What follows belongs to an exercise in optimizing a design on an open flow for small area, a short achievable clock period and few clock cycles; a production flow would make more cautious choices.
No functional check of the RTL was part of any run shown here.
Power is estimated from default activity; no workload was simulated.

==> flow/design.v (outline; a module is shown in full before it is edited, if it fits) <==
// module fp_mult: 1591 lines
// module fa_cell: 6 lines
// module ha_cell: 6 lines
// module hold_mux: 7 lines
module fp_mult(A, B, clk, reset, C, done, flow);
  // ...
==> flow/flow/run.sh <==
#!/bin/bash
set -o pipefail
export BUFFER_PORTS_ARGS="-buffer_cell sky130_fd_sc_hd__buf_4"
bash standard.sh > standard.log 2>&1
==> flow/standard.sh <==
#!/bin/bash
# synth_recipe.tcl (not shown) runs the flow's synth.tcl, then flattens the netlist and writes it again
# the make line also repeats each setting of config.mk as NAME=value (left out here)
make -C /OpenROAD-flow-scripts/flow DESIGN_CONFIG=/design/flow/config.mk WORK_HOME=/design/flow/orfs CLKGATE_MAP_FILE= SYNTH_SCRIPT=/design/flow/synth_recipe.tcl "${@:-finish}"
==> flow/config.mk <==
export PLATFORM = sky130hd
export DESIGN_NAME = fp_mult
export DESIGN_NICKNAME = fp_mult
export VERILOG_FILES = /design/flow/design.v
export SDC_FILE = /design/flow/constraint.sdc
export NUM_CORES = 4
export LEC_CHECK = 0
export ABC_AREA = 1
export CAP_MARGIN = 20
export CORE_MARGIN = 2
export CORE_UTILIZATION = 40
export SLEW_MARGIN = 20
export SYNTH_HIERARCHICAL = 1
==> flow/constraint.sdc <==
create_clock -name core_clock -period 5.0 [get_ports {clk}]
set_input_delay 1.0000 -clock core_clock [delete_from_list [all_inputs] [get_ports {clk}]]
set_output_delay 1.0000 -clock core_clock [all_outputs]
set_load 0.01 [all_outputs]
==> flow_summary.toml, run 1 <==
[status]
outcome = "no timing/DRC/antenna violations"

[route]
wl_um = 59100
route.layer.met1.wl_um = 27200

[layout]
clkCellAreaFrac_pct = 1.65
sequential_cell_total = 83
largest_registers = "r_m (73), r_esum (9), r_sign (1)"
layout_commonest_cell = "nand2_1"
n_all_buffers = 209
signal_buffer_area_fraction_pct = 8.08
post_route_cells_drive_above_1_share_pct = 12.1

[pwr]
switching_share_pct = 52.7
power.density_cell_area_nw_per_um2 = 648
internal_power_mw = 6.33

[critical_path]
timing.critical_path.to_type = "primary output"
worst_path_most_repeated_cell = "nand2_1"
cp_num_buf_inv = 3

[min_path]
holdCritStartpoint = "r_m[65]"

[yosys]
synthesis.nets = 2824
syn-cell-area_um2 = 18600
postSynthAreaPerCell_um2 = 7.88

[placed_design]
place.port_buffers = 99
preCtsSetupSlack_ns = 0.0136

[timing]
setup_total_negative_slack_ns = 0
maxSlewViolCount = 0
fmaxAchievable_mhz = 210
setup_ws_post_layout_ns = 0.235

[run]
max_cap_violations = 0

[global_route]
grt.met2_usage_pct = 38.9
grt_pass1_vias = 16200

[clock_network]
clkTransAtPathRegs_ns = 0.08
cts_htree_levels = 3
insertion_delay_ns = 0.37
==> run 2, diff against run 1 <==
--- a/flow/design.v
+++ b/flow/design.v
@@ -1250,58 +1250,58 @@
     wire s932, c933;
     fa_cell u_s932 (.a(c925), .b(s930), .c(c927), .s(s932), .co(c933));
     wire s934 = ~(pp345 ^ pp322);
     wire c935 = pp345 | pp322;
     wire s936, c937;
     ha_cell u_s936 (.a(c931), .b(s934), .s(s936), .co(c937));
     wire s938 = ~c935;
     wire c939 = c935;
-    wire g940, p941;
-    ha_cell u_g940 (.a(pp27), .b(pp1), .s(p941), .co(g940));
-    wire g942, p943;
-    ha_cell u_g942 (.a(pp28), .b(s346), .s(p943), .co(g942));
-    wire g944, p945;
-    ha_cell u_g944 (.a(c347), .b(s348), .s(p945), .co(g944));
-    wire g946, p947;
-    ha_cell u_g946 (.a(s352), .b(s350), .s(p947), .co(g946));
-    wire g948, p949;
-    ha_cell u_g948 (.a(s354), .b(s356), .s(p949), .co(g948));
-    wire g950, p951;
-    ha_cell u_g950 (.a(s362), .b(s360), .s(p951), .co(g950));
-    wire g952, p953;
-    ha_cell u_g952 (.a(s366), .b(s368), .s(p953), .co(g952));
-    wire g954, p955;
-    ha_cell u_g954 (.a(c369), .b(s376), .s(p955), .co(g954));
-    wire g956, p957;
-    ha_cell u_g956 (.a(s382), .b(s384), .s(p957), .co(g956));
-    wire g958, p959;
-    ha_cell u_g958 (.a(s392), .b(s394), .s(p959), .co(g958));
-    wire g960, p961;
-    ha_cell u_g960 (.a(c395), .b(s404), .s(p961), .co(g960));
-    wire g962, p963;
-    ha_cell u_g962 (.a(c405), .b(s416), .s(p963), .co(g962));
-    wire g964, p965;
-    ha_cell u_g964 (.a(s426), .b(s428), .s(p965), .co(g964));
-    wire g966, p967;
-    ha_cell u_g966 (.a(c429), .b(s442), .s(p967), .co(g966));
-    wire g968, p969;
-    ha_cell u_g968 (.a(c443), .b(s456), .s(p969), .co(g968));
-    wire g970, p971;
-    ha_cell u_g970 (.a(c457), .b(s472), .s(p971), .co(g970));
-    wire g972, p973;
-    ha_cell u_g972 (.a(c473), .b(s488), .s(p973), .co(g972));
-    wire g974, p975;
-    ha_cell u_g974 (.a(c489), .b(s506), .s(p975), .co(g974));
-    wire g976, p977;
-    ha_cell u_g976 (.a(s522), .b(s524), .s(p977), .co(g976));
-    wire g978, p979;
-    ha_cell u_g978 (.a(c525), .b(s544), .s(p979), .co(g978));
-    wire g980, p981;
-    ha_cell u_g980 (.a(c545), .b(s564), .s(p981), .co(g980));
+    wire g940 = pp27 & pp1;
+    wire p941 = pp27 ^ pp1;
+    wire g942 = pp28 & s346;
+    wire p943 = pp28 ^ s346;
+    wire g944 = c347 & s348;
+    wire p945 = c347 ^ s348;
+    wire g946 = s352 & s350;
+    wire p947 = s352 ^ s350;
+    wire g948 = s354 & s356;
+    wire p949 = s354 ^ s356;
+    wire g950 = s362 & s360;
+    wire p951 = s362 ^ s360;
+    wire g952 = s366 & s368;
+    wire p953 = s366 ^ s368;
+    wire g954 = c369 & s376;
+    wire p955 = c369 ^ s376;
+    wire g956 = s382 & s384;
+    wire p957 = s382 ^ s384;
+    wire g958 = s392 & s394;
+    wire p959 = s392 ^ s394;
+    wire g960 = c395 & s404;
+    wire p961 = c395 ^ s404;
+    wire g962 = c405 & s416;
+    wire p963 = c405 ^ s416;
+    wire g964 = s426 & s428;
+    wire p965 = s426 ^ s428;
+    wire g966 = c429 & s442;
+    wire p967 = c429 ^ s442;
+    wire g968 = c443 & s456;
+    wire p969 = c443 ^ s456;
+    wire g970 = c457 & s472;
+    wire p971 = c457 ^ s472;
+    wire g972 = c473 & s488;
+    wire p973 = c473 ^ s488;
+    wire g974 = c489 & s506;
+    wire p975 = c489 ^ s506;
+    wire g976 = s522 & s524;
+    wire p977 = s522 ^ s524;
+    wire g978 = c525 & s544;
+    wire p979 = c525 ^ s544;
+    wire g980 = c545 & s564;
+    wire p981 = c545 ^ s564;
     wire G982 = 1'b0 | (pp2 & g940);
     wire P983 = 1'b0;
     wire G984 = g942 | (p943 & G982);
     wire P985 = 1'b0;
     wire G986 = g944 | (p945 & G984);
     wire P987 = 1'b0;
     wire G988 = g946 | (p947 & G986);
     wire P989 = 1'b0;
@@ -1314,152 +1314,111 @@
     wire G996 = g954 | (p955 & G994);
     wire P997 = 1'b0;
     wire G998 = g956 | (p957 & G996);
     wire P999 = 1'b0;
     wire G1000 = g958 | (p959 & G998);
     wire P1001 = 1'b0;
     wire G1002 = g962 | (p963 & g960);
     wire P1003 = p963 & p961;
-    reg [73:0] r_m;           
+    wire G1004 = G1002 | (P1003 & G1000);
+    wire P1005 = 1'b0;
+    wire G1006 = g964 | (p965 & G1004);
+    wire P1007 = 1'b0;
+    wire G1008 = g966 | (p967 & G1006);
+    wire P1009 = 1'b0;
+    wire G1010 = g970 | (p971 & g968);
+    wire P1011 = p971 & p969;
+    wire G1012 = g974 | (p975 & g972);
+    wire P1013 = p975 & p973;
+    wire G1014 = G1010 | (P1011 & G1008);
+    wire P1015 = 1'b0;
+    wire G1016 = g976 | (p977 & G1012);
+    wire P1017 = p977 & P1013;
+    wire G1018 = G1016 | (P1017 & G1014);
+    wire P1019 = 1'b0;
+    reg [57:0] r_m;           
     reg [8:0] r_esum;
     reg r_sign;
     reg r_done;
-    wire [73:0] m_next;
-    hold_mux #(.W(74)) u_hold (.load(reset), .q(r_m), .d({s564, c545, s544, c525, s524, s522, s506, c489, s488, c473, s472, c457, s456, c443, s442, c429, s428, s426, P1003, G1002, P1001, G1000, s938, c937, c933, s936, s932, c929, c923, s928, s922, c917, c909, s916, s908, c901, c891, s900, s890, c881, c869, s880, s868, c857, c843, s856, s842, c829, c813, s828, s812, c797, c779, s796, s778, c761, c741, s760, s740, c721, c699, s720, s698, c677, s676, c653, c629, s652, s628, c607, c585, s606, s584, c565}), .y(m_next));
-    always @(posedge clk)
-        r_m <= m_next;
     always @(posedge clk) begin
         if (reset) begin
+            r_m <= {s564, c545, s544, c525, P1019, G1018, s938, c937, c933, s936, s932, c929, c923, s928, s922, c917, c909, s916, s908, c901, c891, s900, s890, c881, c869, s880, s868, c857, c843, s856, s842, c829, c813, s828, s812, c797, c779, s796, s778, c761, c741, s760, s740, c721, c699, s720, s698, c677, s676, c653, c629, s652, s628, c607, c585, s606, s584, c565};
             r_esum <= {1'b0, A[30:23]} + {1'b0, B[30:23]};
             r_sign <= A[31] ^ B[31];
             r_done <= 1'b1;
         end
     end
-    wire s1004, c1005;
-    ha_cell u_s1004 (.a(r_m[0]), .b(r_m[1]), .s(s1004), .co(c1005));
-    wire s1006, c1007;
-    ha_cell u_s1006 (.a(r_m[2]), .b(r_m[3]), .s(s1006), .co(c1007));
-    wire s1008, c1009;
-    ha_cell u_s1008 (.a(r_m[4]), .b(r_m[5]), .s(s1008), .co(c1009));
-    wire s1010, c1011;
-    ha_cell u_s1010 (.a(r_m[6]), .b(r_m[7]), .s(s1010), .co(c1011));
-    wire s1012, c1013;
-    ha_cell u_s1012 (.a(r_m[8]), .b(r_m[9]), .s(s1012), .co(c1013));
-    wire s1014, c1015;
-    ha_cell u_s1014 (.a(r_m[10]), .b(r_m[11]), .s(s1014), .co(c1015));
-    wire s1016, c1017;
-    ha_cell u_s1016 (.a(r_m[12]), .b(r_m[13]), .s(s1016), .co(c1017));
-    wire s1018, c1019;
-    ha_cell u_s1018 (.a(r_m[14]), .b(r_m[15]), .s(s1018), .co(c1019));
     wire s1020, c1021;
-    ha_cell u_s1020 (.a(r_m[16]), .b(r_m[17]), .s(s1020), .co(c1021));
+    ha_cell u_s1020 (.a(r_m[0]), .b(r_m[1]), .s(s1020), .co(c1021));
     wire s1022, c1023;
-    ha_cell u_s1022 (.a(r_m[18]), .b(r_m[19]), .s(s1022), .co(c1023));
+    ha_cell u_s1022 (.a(r_m[2]), .b(r_m[3]), .s(s1022), .co(c1023));
     wire s1024, c1025;
-    ha_cell u_s1024 (.a(r_m[20]), .b(r_m[21]), .s(s1024), .co(c1025));
+    ha_cell u_s1024 (.a(r_m[4]), .b(r_m[5]), .s(s1024), .co(c1025));
     wire s1026, c1027;
-    ha_cell u_s1026 (.a(r_m[22]), .b(r_m[23]), .s(s1026), .co(c1027));
+    ha_cell u_s1026 (.a(r_m[6]), .b(r_m[7]), .s(s1026), .co(c1027));
     wire s1028, c1029;
-    ha_cell u_s1028 (.a(r_m[24]), .b(r_m[25]), .s(s1028), .co(c1029));
+    ha_cell u_s1028 (.a(r_m[8]), .b(r_m[9]), .s(s1028), .co(c1029));
     wire s1030, c1031;
-    ha_cell u_s1030 (.a(r_m[26]), .b(r_m[27]), .s(s1030), .co(c1031));
+    ha_cell u_s1030 (.a(r_m[10]), .b(r_m[11]), .s(s1030), .co(c1031));
     wire s1032, c1033;
-    ha_cell u_s1032 (.a(r_m[28]), .b(r_m[29]), .s(s1032), .co(c1033));
+    ha_cell u_s1032 (.a(r_m[12]), .b(r_m[13]), .s(s1032), .co(c1033));
     wire s1034, c1035;
-    ha_cell u_s1034 (.a(r_m[30]), .b(r_m[31]), .s(s1034), .co(c1035));
+    ha_cell u_s1034 (.a(r_m[14]), .b(r_m[15]), .s(s1034), .co(c1035));
     wire s1036, c1037;
-    ha_cell u_s1036 (.a(r_m[32]), .b(r_m[33]), .s(s1036), .co(c1037));
+    ha_cell u_s1036 (.a(r_m[16]), .b(r_m[17]), .s(s1036), .co(c1037));
     wire s1038, c1039;
-    ha_cell u_s1038 (.a(r_m[34]), .b(r_m[35]), .s(s1038), .co(c1039));
+    ha_cell u_s1038 (.a(r_m[18]), .b(r_m[19]), .s(s1038), .co(c1039));
     wire s1040, c1041;
-    ha_cell u_s1040 (.a(r_m[36]), .b(r_m[37]), .s(s1040), .co(c1041));
+    ha_cell u_s1040 (.a(r_m[20]), .b(r_m[21]), .s(s1040), .co(c1041));
     wire s1042, c1043;
-    ha_cell u_s1042 (.a(r_m[38]), .b(r_m[39]), .s(s1042), .co(c1043));
+    ha_cell u_s1042 (.a(r_m[22]), .b(r_m[23]), .s(s1042), .co(c1043));
     wire s1044, c1045;
-    ha_cell u_s1044 (.a(r_m[40]), .b(r_m[41]), .s(s1044), .co(c1045));
+    ha_cell u_s1044 (.a(r_m[24]), .b(r_m[25]), .s(s1044), .co(c1045));
     wire s1046, c1047;
-    ha_cell u_s1046 (.a(r_m[42]), .b(r_m[43]), .s(s1046), .co(c1047));
+    ha_cell u_s1046 (.a(r_m[26]), .b(r_m[27]), .s(s1046), .co(c1047));
     wire s1048, c1049;
-    ha_cell u_s1048 (.a(r_m[44]), .b(r_m[45]), .s(s1048), .co(c1049));
+    ha_cell u_s1048 (.a(r_m[28]), .b(r_m[29]), .s(s1048), .co(c1049));
     wire s1050, c1051;
-    ha_cell u_s1050 (.a(r_m[46]), .b(r_m[47]), .s(s1050), .co(c1051));
+    ha_cell u_s1050 (.a(r_m[30]), .b(r_m[31]), .s(s1050), .co(c1051));
     wire s1052, c1053;
-    ha_cell u_s1052 (.a(r_m[48]), .b(r_m[49]), .s(s1052), .co(c1053));
+    ha_cell u_s1052 (.a(r_m[32]), .b(r_m[33]), .s(s1052), .co(c1053));
     wire s1054, c1055;
-    ha_cell u_s1054 (.a(r_m[50]), .b(r_m[51]), .s(s1054), .co(c1055));
-    wire g1056, p1057;
-    ha_cell u_g1056 (.a(r_m[56]), .b(r_m[57]), .s(p1057), .co(g1056));
-    wire g1058, p1059;
-    ha_cell u_g1058 (.a(r_m[58]), .b(r_m[59]), .s(p1059), .co(g1058));
-    wire g1060, p1061;
-    ha_cell u_g1060 (.a(r_m[60]), .b(r_m[61]), .s(p1061), .co(g1060));
-    wire g1062, p1063;
-    ha_cell u_g1062 (.a(r_m[62]), .b(r_m[63]), .s(p1063), .co(g1062));
-    wire g1064, p1065;
-    ha_cell u_g1064 (.a(r_m[64]), .b(r_m[65]), .s(p1065), .co(g1064));
-    wire g1066, p1067;
-    ha_cell u_g1066 (.a(r_m[66]), .b(r_m[67]), .s(p1067), .co(g1066));
-    wire g1068, p1069;
-    ha_cell u_g1068 (.a(r_m[68]), .b(r_m[69]), .s(p1069), .co(g1068));
-    wire g1070, p1071;
-    ha_cell u_g1070 (.a(r_m[70]), .b(r_m[71]), .s(p1071), .co(g1070));
-    wire g1072, p1073;
-    ha_cell u_g1072 (.a(r_m[72]), .b(r_m[73]), .s(p1073), .co(g1072));
-    wire G1074 = r_m[54] | (r_m[55] & r_m[52]);
-    wire P1075 = 1'b0;
-    wire G1076 = g1056 | (p1057 & G1074);
+    ha_cell u_s1054 (.a(r_m[34]), .b(r_m[35]), .s(s1054), .co(c1055));
+    wire s1056, c1057;
+    ha_cell u_s1056 (.a(r_m[36]), .b(r_m[37]), .s(s1056), .co(c1057));
+    wire s1058, c1059;
+    ha_cell u_s1058 (.a(r_m[38]), .b(r_m[39]), .s(s1058), .co(c1059));
+    wire s1060, c1061;
+    ha_cell u_s1060 (.a(r_m[40]), .b(r_m[41]), .s(s1060), .co(c1061));
+    wire s1062, c1063;
+    ha_cell u_s1062 (.a(r_m[42]), .b(r_m[43]), .s(s1062), .co(c1063));
+    wire s1064, c1065;
+    ha_cell u_s1064 (.a(r_m[44]), .b(r_m[45]), .s(s1064), .co(c1065));
+    wire s1066, c1067;
+    ha_cell u_s1066 (.a(r_m[46]), .b(r_m[47]), .s(s1066), .co(c1067));
+    wire s1068, c1069;
+    ha_cell u_s1068 (.a(r_m[48]), .b(r_m[49]), .s(s1068), .co(c1069));
+    wire s1070, c1071;
+    ha_cell u_s1070 (.a(r_m[50]), .b(r_m[51]), .s(s1070), .co(c1071));
+    wire g1072 = r_m[54] & r_m[55];
+    wire p1073 = r_m[54] ^ r_m[55];
+    wire g1074 = r_m[56] & r_m[57];
+    wire p1075 = r_m[56] ^ r_m[57];
+    wire G1076 = g1072 | (p1073 & r_m[52]);
     wire P1077 = 1'b0;
-    wire G1078 = g1060 | (p1061 & g1058);
-    wire P1079 = p1061 & p1059;
-    wire G1080 = g1064 | (p1065 & g1062);
-    wire P1081 = p1065 & p1063;
-    wire G1082 = g1068 | (p1069 & g1066);
-    wire P1083 = p1069 & p1067;
-    wire G1084 = g1072 | (p1073 & g1070);
-    wire P1085 = p1073 & p1071;
-    wire G1086 = G1078 | (P1079 & G1076);
-    wire P1087 = 1'b0;
-    wire G1088 = G1082 | (P1083 & G1080);
-    wire P1089 = P1083 & P1081;
-    wire G1090 = G1088 | (P1089 & G1086);
-    wire P1091 = 1'b0;
-    wire G1092 = G1084 | (P1085 & G1090);
-    wire P1093 = 1'b0;
-    wire cin = G1092;
-    wire [25:0] r_a = {c1053, c1051, c1049, c1047, c1045, c1043, c1041, c1039, c1037, c1035, c1033, c1031, c1029, c1027, c1025, c1023, c1021, c1019, c1017, c1015, c1013, c1011, c1009, c1007, c1005, s1004};
-    wire [24:0] r_b = {s1054, s1052, s1050, s1048, s1046, s1044, s1042, s1040, s1038, s1036, s1034, s1032, s1030, s1028, s1026, s1024, s1022, s1020, s1018, s1016, s1014, s1012, s1010, s1008, s1006};
+    wire G1078 = g1074 | (p1075 & G1076);
+    wire P1079 = 1'b0;
+    wire cin = G1078;
+    wire [25:0] r_a = {c1069, c1067, c1065, c1063, c1061, c1059, c1057, c1055, c1053, c1051, c1049, c1047, c1045, c1043, c1041, c1039, c1037, c1035, c1033, c1031, c1029, c1027, c1025, c1023, c1021, s1020};
+    wire [24:0] r_b = {s1070, s1068, s1066, s1064, s1062, s1060, s1058, s1056, s1054, s1052, s1050, s1048, s1046, s1044, s1042, s1040, s1038, s1036, s1034, s1032, s1030, s1028, s1026, s1024, s1022};
     wire [24:0] xa = r_a[25:1];
     wire [24:0] xb = r_b;
-    wire [24:0] gg, pp;
-    ha_cell u_gp0 (.a(xa[0]), .b(xb[0]), .s(pp[0]), .co(gg[0]));
-    ha_cell u_gp1 (.a(xa[1]), .b(xb[1]), .s(pp[1]), .co(gg[1]));
-    ha_cell u_gp2 (.a(xa[2]), .b(xb[2]), .s(pp[2]), .co(gg[2]));
-    ha_cell u_gp3 (.a(xa[3]), .b(xb[3]), .s(pp[3]), .co(gg[3]));
-    ha_cell u_gp4 (.a(xa[4]), .b(xb[4]), .s(pp[4]), .co(gg[4]));
-    ha_cell u_gp5 (.a(xa[5]), .b(xb[5]), .s(pp[5]), .co(gg[5]));
-    ha_cell u_gp6 (.a(xa[6]), .b(xb[6]), .s(pp[6]), .co(gg[6]));
-    ha_cell u_gp7 (.a(xa[7]), .b(xb[7]), .s(pp[7]), .co(gg[7]));
-    ha_cell u_gp8 (.a(xa[8]), .b(xb[8]), .s(pp[8]), .co(gg[8]));
-    ha_cell u_gp9 (.a(xa[9]), .b(xb[9]), .s(pp[9]), .co(gg[9]));
-    ha_cell u_gp10 (.a(xa[10]), .b(xb[10]), .s(pp[10]), .co(gg[10]));
-    ha_cell u_gp11 (.a(xa[11]), .b(xb[11]), .s(pp[11]), .co(gg[11]));
-    ha_cell u_gp12 (.a(xa[12]), .b(xb[12]), .s(pp[12]), .co(gg[12]));
-    ha_cell u_gp13 (.a(xa[13]), .b(xb[13]), .s(pp[13]), .co(gg[13]));
-    ha_cell u_gp14 (.a(xa[14]), .b(xb[14]), .s(pp[14]), .co(gg[14]));
-    ha_cell u_gp15 (.a(xa[15]), .b(xb[15]), .s(pp[15]), .co(gg[15]));
-    ha_cell u_gp16 (.a(xa[16]), .b(xb[16]), .s(pp[16]), .co(gg[16]));
-    ha_cell u_gp17 (.a(xa[17]), .b(xb[17]), .s(pp[17]), .co(gg[17]));
-    ha_cell u_gp18 (.a(xa[18]), .b(xb[18]), .s(pp[18]), .co(gg[18]));
-    ha_cell u_gp19 (.a(xa[19]), .b(xb[19]), .s(pp[19]), .co(gg[19]));
-    ha_cell u_gp20 (.a(xa[20]), .b(xb[20]), .s(pp[20]), .co(gg[20]));
-    ha_cell u_gp21 (.a(xa[21]), .b(xb[21]), .s(pp[21]), .co(gg[21]));
-    ha_cell u_gp22 (.a(xa[22]), .b(xb[22]), .s(pp[22]), .co(gg[22]));
-    ha_cell u_gp23 (.a(xa[23]), .b(xb[23]), .s(pp[23]), .co(gg[23]));
-    ha_cell u_gp24 (.a(xa[24]), .b(xb[24]), .s(pp[24]), .co(gg[24]));
+    wire [24:0] gg = xa & xb;
+    wire [24:0] pp = xa ^ xb;
     wire G0_1 = gg[1] | (pp[1] & gg[0]);
     wire P0_1 = pp[1] & pp[0];
     wire G0_3 = gg[3] | (pp[3] & gg[2]);
     wire P0_3 = pp[3] & pp[2];
     wire G0_5 = gg[5] | (pp[5] & gg[4]);
     wire P0_5 = pp[5] & pp[4];
     wire G0_7 = gg[7] | (pp[7] & gg[6]);
     wire P0_7 = pp[7] & pp[6];
@@ -1596,15 +1555,8 @@
     assign co = (a & b) | (a & c) | (b & c);
 endmodule
 module ha_cell(a, b, s, co);
     input a, b;
     output s, co;
     assign s = a ^ b;
     assign co = a & b;
 endmodule
-module hold_mux(load, q, d, y);
-    parameter W = 1;
-    input load;
-    input [W-1:0] q, d;
-    output [W-1:0] y;
-    assign y = load ? d : q;
-endmodule
==> flow_summary.toml, run 2 <==
[pwr]
total_leakage_power_nw = 9.47
power.ir.vdd_worst_uv = 682
power.combinational.fraction_pct = 88.0
internal_power_mw = 8.50
power.net_switching_mw = 9.34
seq_power_share_pct = 8.2
share_clk_of_total_power_pct = 3.8
power.density_cell_area_nw_per_um2 = 829
p_total_mw = 17.8
switching_share_pct = 52.3

[clock_network]
tritoncts_num_sinks = 67
cts_htree_levels = 3
tritoncts = "built"
ctsHoldBuffers = 0
cts_buffers = 9
clock_tree.buffer_depth = 2
clkTransAtPathRegs_ns = 0.05
clock_root_cell = "clkbuf_16"

[yosys]
synth-edff-count = 67
synth_seq_cells = 67
dominantRegCellSynth = "edfxtp_1"
yosys_warnings = 7
synth_area_leaders = "fa_1, xnor2_1, edfxtp_1"
synthesis.nets = 2557
synth.cells.most_frequent = "nand2_1, o22ai_1, fa_1"
syn-cell-area_um2 = 17800
post-synth-top-count-cell = "nand2_1"
synth.yosys.seq_area_share_pct = 11.3
netlist-cell-type-count = 47
proportion_of_register_bits_with_asynchronous_set_or_reset_after_synthesis_pct = 0
post-synth-top-area-fraction_pct = 28.9
synth_top_cell_by_area = "fa_1"
postSynthAreaPerCell_um2 = 8.49
post_synth_inst_count = 2091

[global_route]
maximum_number_of_pins_on_one_net_before_global_route_repair = 68
gr_peak_layer = "met2"
grtUsageMet3_pct = 4.70
grt_use_met1_pct = 34.9
gr-total-overflow = 0
grt_pass1_vias = 16000
antenna_found_initial = 1
globalRouteTotalUtil_pct = 26.6
grt_pass1_wl_um = 93500
grt.met2_usage_pct = 42.8

[route]
drt-wirelength-per-cell_um = 21.4
drt_iter0_drc = 1296
antenna_left = 0
drc_errors = 0
wl_um = 61800
first_pass_iters = 6
detail_route.vias_per_cell = 5.52
via_count_of_the_routed_design = 15900

[timing]
worstMarginPinSlew_ns = 0.900
maxSlewViolCount = 0
final-hold-violation-count = 0
timing.slew.headroom_pct = 40.0
unrepaired_setup_endpoints_after_global_routing = "true"
setup-violations-final = 0
final.period_utilization_pct = 98.2
setup_ws_post_layout_ns = 0.0899
fin_crit_ns = 4.91
setup_total_negative_slack_ns = 0
final.hold.worst_slack_ns = 0.953
fmaxAchievable_mhz = 204

[layout]
post_route_cells_drive_above_1_share_pct = 21.3
filler_cells = 4257
largest_register = "r_m"
post-route-cell-area_um2 = 21500
seq_area_um2 = 2010
layout-area-overhead-vs-synth_pct = 21.2
nets = 2750
layout_common_cells = "buf_4, o22ai_1, nand2_1"
largest_register_ff_count = 57
layout_commonest_cell = "buf_4"
multi_input_area_um2 = 14800
largest_registers = "r_m (57), r_esum (9), r_sign (1)"

[floorplanning]
initial_core_util_pct = 40.3
die-area_um2 = 46100
io_count = 101
placement_rows = 77
dieHeight_um = 215
die_w_um = 215
core-area_um2 = 44000

[critical_path]
timing.critical_path.from_type = "flop"
timing.critical_path.to_type = "primary output"
required_ns = 4.00
critical_path_arrival_ns = 3.91
critPathKind = "flop to primary output"
crit_path_max_fanout = 8

[placed_design]
preCtsSetupSlack_ns = -0.210
globalplace.congestion = 0.986
place.port_buffers = 99
dpl.hpwl_um = 51700
postPlaceCellArea_um2 = 20400

[status]
outcome = "no timing/DRC/antenna violations"

[min_path]
hold_path.class = "input port to flop"
min_path_cells = 2

[run]
max_cap_violations = 0
==> run 2: final timing paths <==
kind	end	start	slack (ns)
worst max-delay path	C[12]	r_m[2]	0.09
worst min-delay path	r_sign	A[31]	0.95
==> run 2: cell type report <==
cell class | instances | area share [%]
well taps | 592 | 3.44
clock inverters | 5 | 0.361
inverters | 250 | 4.37
multi-input cells | 1623 | 68.7
repair buffers | 333 | 12.7
clock buffers | 11 | 1.08
diodes | 1 | 0.0116
flip-flops and latches | 67 | 9.35
==> run 2: critical path, stage by stage (launching register included) <==
cell and delay (ns):
edfxtp_1 0.37, ha_1 0.33, ha_2 0.19, fa_2 0.37, nand3_2 0.07, nand2_2 0.06
nand3_2 0.09, nand2_2 0.06, nand2_2 0.07, nand2_2 0.07, nand3_2 0.07, nand3_4 0.09
nand2_4 0.09, nand2_4 0.07, nand2_4 0.10, nand2_4 0.06, nand2_4 0.12, o211ai_1 0.09
buf_4 0.18, nand2_4 0.06, inv_2 0.04, o21ai_2 0.06, nand3b_1 0.16, nor2_4 0.22
buf_6 0.18, nand3_1 0.08, nand2_1 0.09, buf_6 0.11
==> run 2: cell families (layout without fill, tap and decap cells) <==
| group | count (synthesis) | in the layout | share of synthesized area (%) |
|---|---|---|---|
| fa+ha+maj | 400 | 400 | 39.0 |
| xor+xnor | 286 | 286 | 14.1 |
| mux | 2 | 2 | 0.113 |
| buf+inv | 401 | 599 | 8.76 |
| simple gates | 500 | 500 | 12.0 |
| other cells | 1 | 2 | 0.0211 |
| flops | 67 | 67 | 11.3 |
| compound gates | 434 | 434 | 14.7 |
==> run 2: stage by stage <==
stage,instances,utilization (%)
finish,2882,48.9
global route,2881,48.8
CTS,2863,47.2
detailed placement,2840,46.3
global placement,2840,46.3
floorplan,2091,-
==> run 2: repair_timing <==
action | 4_1_cts | 5_1_grt
pin swaps | 7 | 43
endpoints found under the setup margin | 33 | 34
endpoints found under the hold margin | 0 | 0
resized for setup | 27 | 129
setup buffers | 6 | 17
cloned | 1 | 2
==> run 2: per-layer routing <==
| layer | part of all wire [%] | vias up |
|---|---|---|
| li1 | - | 7368 |
| met1 | 42 | 7830 |
| met2 | 46 | 582 |
| met3 | 6.8 | 120 |
| met4 | 4.6 | 0 |
| met5 | 0 | - |
==> run 2: Yosys stat by module (local to each module, per instance) <==
module | cells inside | flops+latches
fa_cell | 1 | 0
ha_cell | 1 | 0
fp_mult | 1782 | 67
==> run 2: power groups by stage <==
stage / registers (mW) / logic [mW] / clock network, mW
after floorplan: 1.40 / 9.31 / 0
after global placement: 1.44 / 13.8 / 0
after detailed placement: 1.45 / 14.0 / 0
after CTS: 1.44 / 14.3 / 0.696
after global routing: 1.48 / 17.5 / 0.714
final: 1.46 / 15.7 / 0.679

separate check: timing with driven ports:
The flow's constraints put no driver on any port. The routed layouts listed below were extracted and timed again, unchanged, in two steps.
Step 1: set_driving_cell puts a clkbuf_16 on clk and a buf_2 on each other input, an assumption about the parent block.
Step 2, shift: input delay + t, output delay - t, t = (earliest + latest rising clock arrival at the registers) / 2. This alone moves slack from input paths to output paths.
a / b / c = ideal ports / drivers / drivers and shift; a / b = the first two.
run	shift t [ns]	slack for setup (ns)	slew at the worst register clock pin (ns)
run 1	0.419	0.235 / 0.184 / -0.027	0.08 / 0.08
run 2	0.395	0.090 / 0.042 / -0.238	0.06 / 0.06
Met with ideal ports but missed after step 2: setup timing in run 1 and run 2. For run 2, which loses most, drivers alone change the setup slack by -0.048 ns; drivers and shift together by -0.328 ns.
